This design comes from an exercise in tuning for small area on the open sky130 flow, not from production work.
RTL that was checked went through simulation tests only; none was proved equivalent to the original.
Power is estimated from default activity; no workload was simulated.

==> inputs of v37 <==
==> flow/design.v <==
module addr_decode(
    input  [31:0] addr,
    output [5:0]  sel,
    output        err
    );
    wire hi401 = (addr[31:18] == 14'b0100_0000_0001_00);
    assign sel[0] = hi401 & (addr[17:16] == 2'b00);                  
    assign sel[1] = hi401 & (addr[17:16] == 2'b01);                  
    assign sel[2] = hi401 & (addr[17:16] == 2'b10);                  
    assign sel[3] = (addr[31:13] == 19'b0110_0000_0000_0000_000);    
    assign sel[4] = hi401 & (addr[17:16] == 2'b11);                  
    assign sel[5] = (addr[31:18] == 14'b0100_0000_0000_00);          
    assign err = ~(|sel);
endmodule
`timescale 1ns / 100ps
module AXI_connect
    #( parameter
                ADDR = 32,
                VALID = 1,
                PROT = 3,
                DATA = 32,
                STRB = 4,
                READY = 1,
                RESP = 2
    )
    ( clk, rst,
    M00_AWADDR, M00_ARADDR, M00_AWVALID, M00_WVALID, M00_ARVALID, M00_AWPROT, M00_ARPROT, M00_WDATA, M00_WSTRB, M00_BREADY, M00_RREADY,
    S00_BVALID, S00_RVALID, S00_RDATA, S00_AWREADY, S00_WREADY, S00_ARREADY, S00_BRESP, S00_RRESP,
    S01_BVALID, S01_RVALID, S01_RDATA, S01_AWREADY, S01_WREADY, S01_ARREADY, S01_BRESP, S01_RRESP,
    S02_BVALID, S02_RVALID, S02_RDATA, S02_AWREADY, S02_WREADY, S02_ARREADY, S02_BRESP, S02_RRESP,
    S03_BVALID, S03_RVALID, S03_RDATA, S03_AWREADY, S03_WREADY, S03_ARREADY, S03_BRESP, S03_RRESP,
    S04_BVALID, S04_RVALID, S04_RDATA, S04_AWREADY, S04_WREADY, S04_ARREADY, S04_BRESP, S04_RRESP,
    S05_BVALID, S05_RVALID, S05_RDATA, S05_AWREADY, S05_WREADY, S05_ARREADY, S05_BRESP, S05_RRESP,
    S00_AWADDR, S00_ARADDR, S00_AWVALID, S00_WVALID, S00_ARVALID, S00_AWPROT, S00_ARPROT, S00_WDATA, S00_WSTRB, S00_BREADY, S00_RREADY,
    S01_AWADDR, S01_ARADDR, S01_AWVALID, S01_WVALID, S01_ARVALID, S01_AWPROT, S01_ARPROT, S01_WDATA, S01_WSTRB, S01_BREADY, S01_RREADY,
    S02_AWADDR, S02_ARADDR, S02_AWVALID, S02_WVALID, S02_ARVALID, S02_AWPROT, S02_ARPROT, S02_WDATA, S02_WSTRB, S02_BREADY, S02_RREADY,
    S03_AWADDR, S03_ARADDR, S03_AWVALID, S03_WVALID, S03_ARVALID, S03_AWPROT, S03_ARPROT, S03_WDATA, S03_WSTRB, S03_BREADY, S03_RREADY,
    S04_AWADDR, S04_ARADDR, S04_AWVALID, S04_WVALID, S04_ARVALID, S04_AWPROT, S04_ARPROT, S04_WDATA, S04_WSTRB, S04_BREADY, S04_RREADY,
    S05_AWADDR, S05_ARADDR, S05_AWVALID, S05_WVALID, S05_ARVALID, S05_AWPROT, S05_ARPROT, S05_WDATA, S05_WSTRB, S05_BREADY, S05_RREADY,
    M00_BVALID, M00_RVALID, M00_RDATA, M00_AWREADY, M00_WREADY, M00_ARREADY, M00_BRESP, M00_RRESP
    );
    input clk, rst;
    input [ADDR - 1: 0]   M00_AWADDR,                                  M00_ARADDR;
    input [VALID - 1: 0]  M00_AWVALID, M00_WVALID,                  M00_ARVALID;
    input [PROT - 1: 0]   M00_AWPROT,                                  M00_ARPROT;
    input [DATA - 1: 0]                   M00_WDATA;
    input [STRB - 1: 0]                   M00_WSTRB;
    input [READY - 1: 0]                                  M00_BREADY,                  M00_RREADY;
    input [VALID - 1: 0]                                  S00_BVALID,                  S00_RVALID;
    input [DATA - 1: 0]                                                                   S00_RDATA;
    input [READY - 1: 0]  S00_AWREADY, S00_WREADY,                  S00_ARREADY;
    input [RESP - 1: 0]                                   S00_BRESP,                   S00_RRESP;
    input [VALID - 1: 0]                               S01_BVALID,                  S01_RVALID;
    input [DATA - 1: 0]                                                                   S01_RDATA;
    input [READY - 1: 0]  S01_AWREADY, S01_WREADY,                  S01_ARREADY;
    input [RESP - 1: 0]                                   S01_BRESP,                   S01_RRESP;
    input [VALID - 1: 0]                                  S02_BVALID,                  S02_RVALID;
    input [DATA - 1: 0]                                                                   S02_RDATA;
    input [READY - 1: 0]  S02_AWREADY, S02_WREADY,                  S02_ARREADY;
    input [RESP - 1: 0]                                   S02_BRESP,                   S02_RRESP;
    input [VALID - 1: 0]                                  S03_BVALID,                  S03_RVALID;
    input [DATA - 1: 0]                                                                   S03_RDATA;
    input [READY - 1: 0]  S03_AWREADY, S03_WREADY,                  S03_ARREADY;
    input [RESP - 1: 0]                                   S03_BRESP,                   S03_RRESP;
    input [VALID - 1: 0]                                  S04_BVALID,                  S04_RVALID;
    input [DATA - 1: 0]                                                                   S04_RDATA;
    input [READY - 1: 0]  S04_AWREADY, S04_WREADY,                  S04_ARREADY;
    input [RESP - 1: 0]                                   S04_BRESP,                   S04_RRESP;
    input [VALID - 1: 0]                                  S05_BVALID,                  S05_RVALID;
    input [DATA - 1: 0]                                                                   S05_RDATA;
    input [READY - 1: 0]  S05_AWREADY, S05_WREADY,                  S05_ARREADY;
    input [RESP - 1: 0]                                   S05_BRESP,                   S05_RRESP;
    output [ADDR - 1: 0]   S00_AWADDR,                                 S00_ARADDR;
    output [VALID - 1: 0]  S00_AWVALID, S00_WVALID,                 S00_ARVALID;
    output [PROT - 1: 0]   S00_AWPROT,                                 S00_ARPROT;
    output [DATA - 1: 0]                   S00_WDATA;
    output [STRB - 1: 0]                   S00_WSTRB;
    output [READY - 1: 0]                                  S00_BREADY,   S00_RREADY;
    output [ADDR - 1: 0]   S01_AWADDR,                                 S01_ARADDR;
    output [VALID - 1: 0]  S01_AWVALID, S01_WVALID,                 S01_ARVALID;
    output [PROT - 1: 0]   S01_AWPROT,                                 S01_ARPROT;
    output [DATA - 1: 0]                   S01_WDATA;
    output [STRB - 1: 0]                   S01_WSTRB;
    output [READY - 1: 0]                                  S01_BREADY,                 S01_RREADY;
    output [ADDR - 1: 0]   S02_AWADDR,                                 S02_ARADDR;
    output [VALID - 1: 0]  S02_AWVALID, S02_WVALID,                 S02_ARVALID;
    output [PROT - 1: 0]   S02_AWPROT,                                 S02_ARPROT;
    output [DATA - 1: 0]                   S02_WDATA;
    output [STRB - 1: 0]                   S02_WSTRB;
    output [READY - 1: 0]                                  S02_BREADY,                 S02_RREADY;
    output [ADDR - 1: 0]   S03_AWADDR,                                 S03_ARADDR;
    output [VALID - 1: 0]  S03_AWVALID, S03_WVALID,                 S03_ARVALID;
    output [PROT - 1: 0]   S03_AWPROT,                                 S03_ARPROT;
    output [DATA - 1: 0]                   S03_WDATA;
    output [STRB - 1: 0]                   S03_WSTRB;
    output [READY - 1: 0]                                  S03_BREADY,                 S03_RREADY;
    output [ADDR - 1: 0]   S04_AWADDR,                                 S04_ARADDR;
    output [VALID - 1: 0]  S04_AWVALID, S04_WVALID,                 S04_ARVALID;
    output [PROT - 1: 0]   S04_AWPROT,                                 S04_ARPROT;
    output [DATA - 1: 0]                   S04_WDATA;
    output [STRB - 1: 0]                   S04_WSTRB;
    output [READY - 1: 0]                                  S04_BREADY,                 S04_RREADY;
    output [ADDR - 1: 0]   S05_AWADDR,                                 S05_ARADDR;
    output [VALID - 1: 0]  S05_AWVALID, S05_WVALID,                 S05_ARVALID;
    output [PROT - 1: 0]   S05_AWPROT,                                 S05_ARPROT;
    output [DATA - 1: 0]                   S05_WDATA;
    output [STRB - 1: 0]                   S05_WSTRB;
    output [READY - 1: 0]                                  S05_BREADY,                 S05_RREADY;
    output [VALID - 1: 0]                                  M00_BVALID,                  M00_RVALID;
    output [DATA - 1: 0]                                                                   M00_RDATA;
    output [READY - 1: 0]  M00_AWREADY, M00_WREADY,                  M00_ARREADY;
    output [RESP - 1: 0]                                   M00_BRESP,                   M00_RRESP;
    wire [5:0] w_dec, r_dec;
    wire       w_dec_err, r_dec_err;
    addr_decode w_decode(.addr(M00_AWADDR), .sel(w_dec), .err(w_dec_err));
    addr_decode r_decode(.addr(M00_ARADDR), .sel(r_dec), .err(r_dec_err));
    reg        w_blk;
    reg  [5:0] w_held;
    reg        w_err_q;
    wire [5:0] w_sel = M00_AWVALID ? (w_dec & {6{~w_blk}}) : w_held;
    wire       w_err = M00_AWVALID ? (w_dec_err & ~w_blk) : w_err_q;
    wire [5:0] s_awready = {S05_AWREADY, S04_AWREADY, S03_AWREADY, S02_AWREADY, S01_AWREADY, S00_AWREADY};
    wire [5:0] s_wready  = {S05_WREADY,  S04_WREADY,  S03_WREADY,  S02_WREADY,  S01_WREADY,  S00_WREADY};
    wire [5:0] s_bvalid  = {S05_BVALID,  S04_BVALID,  S03_BVALID,  S02_BVALID,  S01_BVALID,  S00_BVALID};
    assign M00_AWREADY = w_err | (|(w_sel & s_awready));
    assign M00_WREADY  = w_err | (|(w_sel & s_wready));
    assign M00_BVALID  = w_err | (|s_bvalid);
    assign M00_BRESP   = {2{w_err}}
                       | ({2{S00_BVALID}} & S00_BRESP) | ({2{S01_BVALID}} & S01_BRESP)
                       | ({2{S02_BVALID}} & S02_BRESP) | ({2{S03_BVALID}} & S03_BRESP)
                       | ({2{S04_BVALID}} & S04_BRESP) | ({2{S05_BVALID}} & S05_BRESP);
    always @(posedge clk) begin
        w_blk   <= ~rst | (M00_BVALID & M00_BREADY);
        w_held  <= w_sel;
        w_err_q <= w_err & ~M00_BREADY & rst;
    end
    wire [5:0] s_awvalid = {6{M00_AWVALID}} & w_sel;
    wire [5:0] s_wvalid  = {6{M00_WVALID}} & w_sel;
    assign {S05_AWVALID, S04_AWVALID, S03_AWVALID, S02_AWVALID, S01_AWVALID, S00_AWVALID} = s_awvalid;
    assign {S05_WVALID,  S04_WVALID,  S03_WVALID,  S02_WVALID,  S01_WVALID,  S00_WVALID}  = s_wvalid;
    reg        r_blk;
    reg        r_err_q;
    wire [5:0] r_sel = r_dec & {6{M00_ARVALID & ~r_blk}};
    wire       r_err = M00_ARVALID ? (r_dec_err & ~r_blk) : r_err_q;
    wire [5:0] s_arready = {S05_ARREADY, S04_ARREADY, S03_ARREADY, S02_ARREADY, S01_ARREADY, S00_ARREADY};
    wire [5:0] s_rvalid  = {S05_RVALID,  S04_RVALID,  S03_RVALID,  S02_RVALID,  S01_RVALID,  S00_RVALID};
    assign M00_ARREADY = r_err | (|(r_sel & s_arready));
    assign M00_RVALID  = r_err | (|s_rvalid);
    assign M00_RDATA   = {32{r_err}}
                       | ({32{S00_RVALID}} & S00_RDATA) | ({32{S01_RVALID}} & S01_RDATA)
                       | ({32{S02_RVALID}} & S02_RDATA) | ({32{S03_RVALID}} & S03_RDATA)
                       | ({32{S04_RVALID}} & S04_RDATA) | ({32{S05_RVALID}} & S05_RDATA);
    assign M00_RRESP   = {2{r_err}}
                       | ({2{S00_RVALID}} & S00_RRESP) | ({2{S01_RVALID}} & S01_RRESP)
                       | ({2{S02_RVALID}} & S02_RRESP) | ({2{S03_RVALID}} & S03_RRESP)
                       | ({2{S04_RVALID}} & S04_RRESP) | ({2{S05_RVALID}} & S05_RRESP);
    always @(posedge clk) begin
        r_blk   <= ~rst | (M00_RVALID & M00_RREADY);
        r_err_q <= r_err & ~M00_RREADY & rst;
    end
    assign {S05_ARVALID, S04_ARVALID, S03_ARVALID, S02_ARVALID, S01_ARVALID, S00_ARVALID} = r_sel;
    assign S00_AWADDR = M00_AWADDR; assign S01_AWADDR = M00_AWADDR; assign S02_AWADDR = M00_AWADDR;
    assign S03_AWADDR = M00_AWADDR; assign S04_AWADDR = M00_AWADDR; assign S05_AWADDR = M00_AWADDR;
    assign S00_AWPROT = M00_AWPROT; assign S01_AWPROT = M00_AWPROT; assign S02_AWPROT = M00_AWPROT;
    assign S03_AWPROT = M00_AWPROT; assign S04_AWPROT = M00_AWPROT; assign S05_AWPROT = M00_AWPROT;
    assign S00_WDATA = M00_WDATA; assign S01_WDATA = M00_WDATA; assign S02_WDATA = M00_WDATA;
    assign S03_WDATA = M00_WDATA; assign S04_WDATA = M00_WDATA; assign S05_WDATA = M00_WDATA;
    assign S00_WSTRB = M00_WSTRB; assign S01_WSTRB = M00_WSTRB; assign S02_WSTRB = M00_WSTRB;
    assign S03_WSTRB = M00_WSTRB; assign S04_WSTRB = M00_WSTRB; assign S05_WSTRB = M00_WSTRB;
    assign S00_ARADDR = M00_ARADDR; assign S01_ARADDR = M00_ARADDR; assign S02_ARADDR = M00_ARADDR;
    assign S03_ARADDR = M00_ARADDR; assign S04_ARADDR = M00_ARADDR; assign S05_ARADDR = M00_ARADDR;
    assign S00_ARPROT = M00_ARPROT; assign S01_ARPROT = M00_ARPROT; assign S02_ARPROT = M00_ARPROT;
    assign S03_ARPROT = M00_ARPROT; assign S04_ARPROT = M00_ARPROT; assign S05_ARPROT = M00_ARPROT;
    assign S00_BREADY = M00_BREADY; assign S01_BREADY = M00_BREADY; assign S02_BREADY = M00_BREADY;
    assign S03_BREADY = M00_BREADY; assign S04_BREADY = M00_BREADY; assign S05_BREADY = M00_BREADY;
    assign S00_RREADY = M00_RREADY; assign S01_RREADY = M00_RREADY; assign S02_RREADY = M00_RREADY;
    assign S03_RREADY = M00_RREADY; assign S04_RREADY = M00_RREADY; assign S05_RREADY = M00_RREADY;
endmodule
==> flow/flow/run.sh <==
#!/bin/bash
# Standard ORFS layout, with the port buffers made of the smallest buffer cell.
set -o pipefail
export BUFFER_PORTS_ARGS="-buffer_cell sky130_fd_sc_hd__buf_1"
bash standard.sh > standard.log 2>&1
==> flow/standard.sh <==
#!/bin/bash
# synth_recipe.tcl (not shown) runs the flow's synth.tcl, then flattens the netlist and writes it again
# the make line also repeats each setting of config.mk as NAME=value (left out here)
make -C /OpenROAD-flow-scripts/flow DESIGN_CONFIG=/design/flow/config.mk WORK_HOME=/design/flow/orfs CLKGATE_MAP_FILE= SYNTH_SCRIPT=/design/flow/synth_recipe.tcl "${@:-finish}"
==> flow/config.mk <==
export PLATFORM = sky130hd
export DESIGN_NAME = AXI_connect
export DESIGN_NICKNAME = AXI_connect
export VERILOG_FILES = /design/flow/design.v
export SDC_FILE = /design/flow/constraint.sdc
export NUM_CORES = 4
export LEC_CHECK = 0
export CAP_MARGIN = 20
export CORE_AREA = 5 5 395 395
export DIE_AREA = 0 0 400 400
export PLACE_DENSITY = 0.4
export SLEW_MARGIN = 20
==> flow/constraint.sdc <==
create_clock -name core_clock -period 6.0 [get_ports {clk}]
set_input_delay 1.2000 -clock core_clock [delete_from_list [all_inputs] [get_ports {clk}]]
set_output_delay 1.2000 -clock core_clock [all_outputs]
set_load 0.01 [all_outputs]
==> v21: changes against v37 <==
--- a/flow/design.v
+++ b/flow/design.v
@@ -4,12 +4,28 @@
     output        err
     );
-    wire hi401 = (addr[31:18] == 14'b0100_0000_0001_00);
-    assign sel[0] = hi401 & (addr[17:16] == 2'b00);                  
-    assign sel[1] = hi401 & (addr[17:16] == 2'b01);                  
-    assign sel[2] = hi401 & (addr[17:16] == 2'b10);                  
-    assign sel[3] = (addr[31:13] == 19'b0110_0000_0000_0000_000);    
-    assign sel[4] = hi401 & (addr[17:16] == 2'b11);                  
-    assign sel[5] = (addr[31:18] == 14'b0100_0000_0000_00);          
-    assign err = ~(|sel);
+    wire z_a  = ~(addr[28] | addr[27] | addr[26] | addr[25]);
+    wire z_b  = ~(addr[24] | addr[23] | addr[22] | addr[21]);
+    wire base = z_a & z_b & ~addr[31] & addr[30];                  
+    wire g40  = base & ~addr[29] & ~addr[19] & ~addr[18];
+    wire hi401 = g40 & addr[20];                                   
+    wire z_c  = ~(addr[20] | addr[19] | addr[18] | addr[17]);
+    wire z_d  = ~(addr[16] | addr[15] | addr[14] | addr[13]);
+    assign sel[0] = hi401 & ~addr[17] & ~addr[16];                 
+    assign sel[1] = hi401 & ~addr[17] &  addr[16];                 
+    assign sel[2] = hi401 &  addr[17] & ~addr[16];                 
+    assign sel[3] = base & addr[29] & z_c & z_d;                   
+    assign sel[4] = hi401 &  addr[17] &  addr[16];                 
+    assign sel[5] = g40 & ~addr[20];                               
+    assign err = ~(hi401 | sel[3] | sel[5]);
+endmodule
+module resp_mux #(parameter W = 1) (
+    input  [5:0]   v,
+    input  [W-1:0] d0, d1, d2, d3, d4, d5,
+    input          err,
+    output [W-1:0] y
+    );
+    wire [W-1:0] lo_n = ~(({W{v[0]}} & d0) | ({W{v[1]}} & d1) | ({W{v[2]}} & d2));
+    wire [W-1:0] hi_n = ~(({W{v[3]}} & d3) | ({W{v[4]}} & d4) | ({W{v[5]}} & d5));
+    assign y = ~(lo_n & hi_n & {W{~err}});
 endmodule
 `timescale 1ns / 100ps
@@ -126,8 +142,8 @@
     assign M00_WREADY  = w_err | (|(w_sel & s_wready));
     assign M00_BVALID  = w_err | (|s_bvalid);
-    assign M00_BRESP   = {2{w_err}}
-                       | ({2{S00_BVALID}} & S00_BRESP) | ({2{S01_BVALID}} & S01_BRESP)
-                       | ({2{S02_BVALID}} & S02_BRESP) | ({2{S03_BVALID}} & S03_BRESP)
-                       | ({2{S04_BVALID}} & S04_BRESP) | ({2{S05_BVALID}} & S05_BRESP);
+    resp_mux #(.W(2)) b_resp_mux(
+        .v({S05_BVALID, S04_BVALID, S03_BVALID, S02_BVALID, S01_BVALID, S00_BVALID}),
+        .d0(S00_BRESP), .d1(S01_BRESP), .d2(S02_BRESP), .d3(S03_BRESP), .d4(S04_BRESP), .d5(S05_BRESP),
+        .err(w_err), .y(M00_BRESP));
     always @(posedge clk) begin
         w_blk   <= ~rst | (M00_BVALID & M00_BREADY);
@@ -147,12 +163,9 @@
     assign M00_ARREADY = r_err | (|(r_sel & s_arready));
     assign M00_RVALID  = r_err | (|s_rvalid);
-    assign M00_RDATA   = {32{r_err}}
-                       | ({32{S00_RVALID}} & S00_RDATA) | ({32{S01_RVALID}} & S01_RDATA)
-                       | ({32{S02_RVALID}} & S02_RDATA) | ({32{S03_RVALID}} & S03_RDATA)
-                       | ({32{S04_RVALID}} & S04_RDATA) | ({32{S05_RVALID}} & S05_RDATA);
-    assign M00_RRESP   = {2{r_err}}
-                       | ({2{S00_RVALID}} & S00_RRESP) | ({2{S01_RVALID}} & S01_RRESP)
-                       | ({2{S02_RVALID}} & S02_RRESP) | ({2{S03_RVALID}} & S03_RRESP)
-                       | ({2{S04_RVALID}} & S04_RRESP) | ({2{S05_RVALID}} & S05_RRESP);
+    resp_mux #(.W(34)) r_resp_mux(
+        .v({S05_RVALID, S04_RVALID, S03_RVALID, S02_RVALID, S01_RVALID, S00_RVALID}),
+        .d0({S00_RRESP, S00_RDATA}), .d1({S01_RRESP, S01_RDATA}), .d2({S02_RRESP, S02_RDATA}),
+        .d3({S03_RRESP, S03_RDATA}), .d4({S04_RRESP, S04_RDATA}), .d5({S05_RRESP, S05_RDATA}),
+        .err(r_err), .y({M00_RRESP, M00_RDATA}));
     always @(posedge clk) begin
         r_blk   <= ~rst | (M00_RVALID & M00_RREADY);
==> flow/flow/run.sh (replaced) <==
#!/bin/bash
# Standard ORFS layout with two changes:
#  - synthesis maps the logic with an area-oriented ABC script (flow/abc_speed.script);
#    everything else in ORFS's scripts is used unchanged (copied to ./orfs_scripts);
#  - the port buffers are the smallest buffer cell.
set -eo pipefail
here=$(pwd)
rm -rf "$here/orfs_scripts"
cp -r "$FLOW_HOME/scripts" "$here/orfs_scripts"
cp "$here/flow/abc_speed.script" "$here/orfs_scripts/abc_speed.script"
export BUFFER_PORTS_ARGS="-buffer_cell sky130_fd_sc_hd__buf_1"
bash standard.sh SCRIPTS_DIR="$here/orfs_scripts" synth > synth.log 2>&1
bash standard.sh > standard.log 2>&1
==> flow/flow/abc_speed.script (new file) <==
strash
dch
amap
- CTS_BUF_LIST: default -> sky130_fd_sc_hd__clkbuf_2 sky130_fd_sc_hd__clkbuf_4 sky130_fd_sc_hd__clkbuf_8
==> v1: changes against v37 <==
--- a/flow/design.v
+++ b/flow/design.v
@@ -118,6 +118,6 @@
     reg  [5:0] w_held;
     reg        w_err_q;
-    wire [5:0] w_sel = M00_AWVALID ? (w_dec & {6{~w_blk}}) : w_held;
-    wire       w_err = M00_AWVALID ? (w_dec_err & ~w_blk) : w_err_q;
+    wire [5:0] w_sel = w_blk ? 6'b0 : (M00_AWVALID ? w_dec : w_held);
+    wire       w_err = ~w_blk & (M00_AWVALID ? w_dec_err : w_err_q);
     wire [5:0] s_awready = {S05_AWREADY, S04_AWREADY, S03_AWREADY, S02_AWREADY, S01_AWREADY, S00_AWREADY};
     wire [5:0] s_wready  = {S05_WREADY,  S04_WREADY,  S03_WREADY,  S02_WREADY,  S01_WREADY,  S00_WREADY};
@@ -133,5 +133,5 @@
         w_blk   <= ~rst | (M00_BVALID & M00_BREADY);
         w_held  <= w_sel;
-        w_err_q <= w_err & ~M00_BREADY & rst;
+        w_err_q <= w_err;
     end
     wire [5:0] s_awvalid = {6{M00_AWVALID}} & w_sel;
@@ -141,6 +141,6 @@
     reg        r_blk;
     reg        r_err_q;
-    wire [5:0] r_sel = r_dec & {6{M00_ARVALID & ~r_blk}};
-    wire       r_err = M00_ARVALID ? (r_dec_err & ~r_blk) : r_err_q;
+    wire [5:0] r_sel = r_blk ? 6'b0 : (M00_ARVALID ? r_dec : 6'b0);
+    wire       r_err = ~r_blk & (M00_ARVALID ? r_dec_err : r_err_q);
     wire [5:0] s_arready = {S05_ARREADY, S04_ARREADY, S03_ARREADY, S02_ARREADY, S01_ARREADY, S00_ARREADY};
     wire [5:0] s_rvalid  = {S05_RVALID,  S04_RVALID,  S03_RVALID,  S02_RVALID,  S01_RVALID,  S00_RVALID};
@@ -157,5 +157,5 @@
     always @(posedge clk) begin
         r_blk   <= ~rst | (M00_RVALID & M00_RREADY);
-        r_err_q <= r_err & ~M00_RREADY & rst;
+        r_err_q <= r_err;
     end
     assign {S05_ARVALID, S04_ARVALID, S03_ARVALID, S02_ARVALID, S01_ARVALID, S00_ARVALID} = r_sel;
==> flow/run.sh (new file) <==
#!/bin/bash
# synth_recipe.tcl (not shown) runs the flow's synth.tcl, then flattens the netlist and writes it again
# the make line also repeats each setting of config.mk as NAME=value (left out here)
make -C /OpenROAD-flow-scripts/flow DESIGN_CONFIG=/design/flow/config.mk WORK_HOME=/design/flow/orfs CLKGATE_MAP_FILE= SYNTH_SCRIPT=/design/flow/synth_recipe.tcl finish
- CORE_AREA: 5 5 395 395 -> 4 4 156 156
- DIE_AREA: 0 0 400 400 -> 0 0 160 160
- PLACE_DENSITY: 0.4 -> 0.6
removed: flow/flow/run.sh
removed: flow/standard.sh
==> v27: changes against v37 <==
--- a/flow/design.v
+++ b/flow/design.v
@@ -12,4 +12,14 @@
     assign sel[5] = (addr[31:18] == 14'b0100_0000_0000_00);          
     assign err = ~(|sel);
+endmodule
+module resp_mux #(parameter W = 1) (
+    input  [5:0]   v,
+    input  [W-1:0] d0, d1, d2, d3, d4, d5,
+    input          err,
+    output [W-1:0] y
+    );
+    wire [W-1:0] lo_n = ~(({W{v[0]}} & d0) | ({W{v[1]}} & d1) | ({W{v[2]}} & d2));
+    wire [W-1:0] hi_n = ~(({W{v[3]}} & d3) | ({W{v[4]}} & d4) | ({W{v[5]}} & d5));
+    assign y = ~(lo_n & hi_n & {W{~err}});
 endmodule
 `timescale 1ns / 100ps
@@ -126,8 +136,8 @@
     assign M00_WREADY  = w_err | (|(w_sel & s_wready));
     assign M00_BVALID  = w_err | (|s_bvalid);
-    assign M00_BRESP   = {2{w_err}}
-                       | ({2{S00_BVALID}} & S00_BRESP) | ({2{S01_BVALID}} & S01_BRESP)
-                       | ({2{S02_BVALID}} & S02_BRESP) | ({2{S03_BVALID}} & S03_BRESP)
-                       | ({2{S04_BVALID}} & S04_BRESP) | ({2{S05_BVALID}} & S05_BRESP);
+    resp_mux #(.W(2)) b_resp_mux(
+        .v({S05_BVALID, S04_BVALID, S03_BVALID, S02_BVALID, S01_BVALID, S00_BVALID}),
+        .d0(S00_BRESP), .d1(S01_BRESP), .d2(S02_BRESP), .d3(S03_BRESP), .d4(S04_BRESP), .d5(S05_BRESP),
+        .err(w_err), .y(M00_BRESP));
     always @(posedge clk) begin
         w_blk   <= ~rst | (M00_BVALID & M00_BREADY);
@@ -147,12 +157,9 @@
     assign M00_ARREADY = r_err | (|(r_sel & s_arready));
     assign M00_RVALID  = r_err | (|s_rvalid);
-    assign M00_RDATA   = {32{r_err}}
-                       | ({32{S00_RVALID}} & S00_RDATA) | ({32{S01_RVALID}} & S01_RDATA)
-                       | ({32{S02_RVALID}} & S02_RDATA) | ({32{S03_RVALID}} & S03_RDATA)
-                       | ({32{S04_RVALID}} & S04_RDATA) | ({32{S05_RVALID}} & S05_RDATA);
-    assign M00_RRESP   = {2{r_err}}
-                       | ({2{S00_RVALID}} & S00_RRESP) | ({2{S01_RVALID}} & S01_RRESP)
-                       | ({2{S02_RVALID}} & S02_RRESP) | ({2{S03_RVALID}} & S03_RRESP)
-                       | ({2{S04_RVALID}} & S04_RRESP) | ({2{S05_RVALID}} & S05_RRESP);
+    resp_mux #(.W(34)) r_resp_mux(
+        .v({S05_RVALID, S04_RVALID, S03_RVALID, S02_RVALID, S01_RVALID, S00_RVALID}),
+        .d0({S00_RRESP, S00_RDATA}), .d1({S01_RRESP, S01_RDATA}), .d2({S02_RRESP, S02_RDATA}),
+        .d3({S03_RRESP, S03_RDATA}), .d4({S04_RRESP, S04_RDATA}), .d5({S05_RRESP, S05_RDATA}),
+        .err(r_err), .y({M00_RRESP, M00_RDATA}));
     always @(posedge clk) begin
         r_blk   <= ~rst | (M00_RVALID & M00_RREADY);
==> flow/flow/run.sh (replaced) <==
#!/bin/bash
# Standard ORFS layout with two changes:
#  - synthesis maps the logic with an area-oriented ABC script (flow/abc_speed.script);
#    everything else in ORFS's scripts is used unchanged (copied to ./orfs_scripts);
#  - the port buffers are the smallest buffer cell.
set -eo pipefail
here=$(pwd)
rm -rf "$here/orfs_scripts"
cp -r "$FLOW_HOME/scripts" "$here/orfs_scripts"
cp "$here/flow/abc_speed.script" "$here/orfs_scripts/abc_speed.script"
export BUFFER_PORTS_ARGS="-buffer_cell sky130_fd_sc_hd__buf_1"
export REMOVE_ABC_BUFFERS=1
bash standard.sh SCRIPTS_DIR="$here/orfs_scripts" synth > synth.log 2>&1
bash standard.sh > standard.log 2>&1
==> flow/flow/abc_speed.script (new file) <==
strash
dch
amap
- CTS_BUF_LIST: default -> sky130_fd_sc_hd__clkbuf_2 sky130_fd_sc_hd__clkbuf_4 sky130_fd_sc_hd__clkbuf_8
- GPL_TIMING_DRIVEN: default -> 0
==> results.txt <==
quantity                                                                                  v1                      v37                      v21                      v27
Result of the run                                                             did not finish  complete, no violations  complete, no violations  complete, no violations
Stage where the flow stopped                               I/O pin placement (3_2_place_iop)                        -                        -                        -
Internal power                                                                             -                   293 uW                   266 uW                   269 uW
Category of the worst setup path launch point                                              -            primary input            primary input            primary input
Clock insertion delay at the later pin of the skew report                                  -                  0.25 ns                  0.23 ns                  0.27 ns
Worst-case reg-to-reg path depth                                                           -                        4                        7                        7
Port Buffers                                                                               -                      589                      589                      589
Inst Count DP                                                                              -                     2893                     2900                     2854
FF-to-FF setup slack                                                                       -                  4.26 ns                  4.39 ns                  3.68 ns
Worst reg2reg path endpoint                                                                -                w_held[4]                    r_blk                    r_blk
Effective utilization at floorplan                                                     31.1%                    4.58%                    4.26%                    4.28%
Initial DRC Count                                                                          -                      582                      632                      701
Actual slew at the worst max-slew pin                                                      -                  1.05 ns                  1.39 ns                  1.08 ns
Pre-antenna DRT Iters                                                                      -                        5                        8                        8
Routed wire length on met2                                                                 -                 29100 um                 30300 um                 52500 um
Highest fanout seen on the critical path                                                   -                        7                        7                        7
I/O pin count                                                                              -                     1066                     1066                     1066
Timing endpoint of the critical path                                                       -            S04_WVALID[0]           M00_AWREADY[0]            M00_WREADY[0]
Required time worst endpoint                                                               -                  4.80 ns                  4.80 ns                  4.80 ns
Distinct cell type count of the synthesized netlist                                       45                       45                       20                       19
Post-route cell area                                                                       -                 7080 um2                 6970 um2                 6880 um2
Terminating pin of the worst hold path                                                     -                w_held[4]                w_held[1]                w_held[1]
For v1, only the layout was checked, not whether the RTL still works.

## re-timing with driven ports
Ports are ideal in the flow. The routed layouts listed here were re-timed in OpenROAD. Step 1 assumes that a clkbuf_16 drives the clock port and a buf_2 every other input. Step 2, shift: input delay + t, output delay - t, t = (earliest + latest rising clock arrival at the registers) / 2. This alone moves slack from input paths to output paths. a / b / c = ideal ports / drivers / drivers and shift; a / b = the first two.
| run | t (ns) | slack for setup (ns) | worst setup path at the end |
|---|---|---|---|
| v37 | 0.291 | 1.425 / 1.402 / 1.402 | input to output |
| v21 | 0.265 | 0.794 / 0.772 / 0.772 | input to output |
| v27 | 0.299 | 0.287 / 0.266 / 0.266 | input to output |
After both steps setup and hold are still met in every run listed. For v37, which loses most, drivers alone change the setup slack by -0.023 ns; drivers and shift together by -0.023 ns.
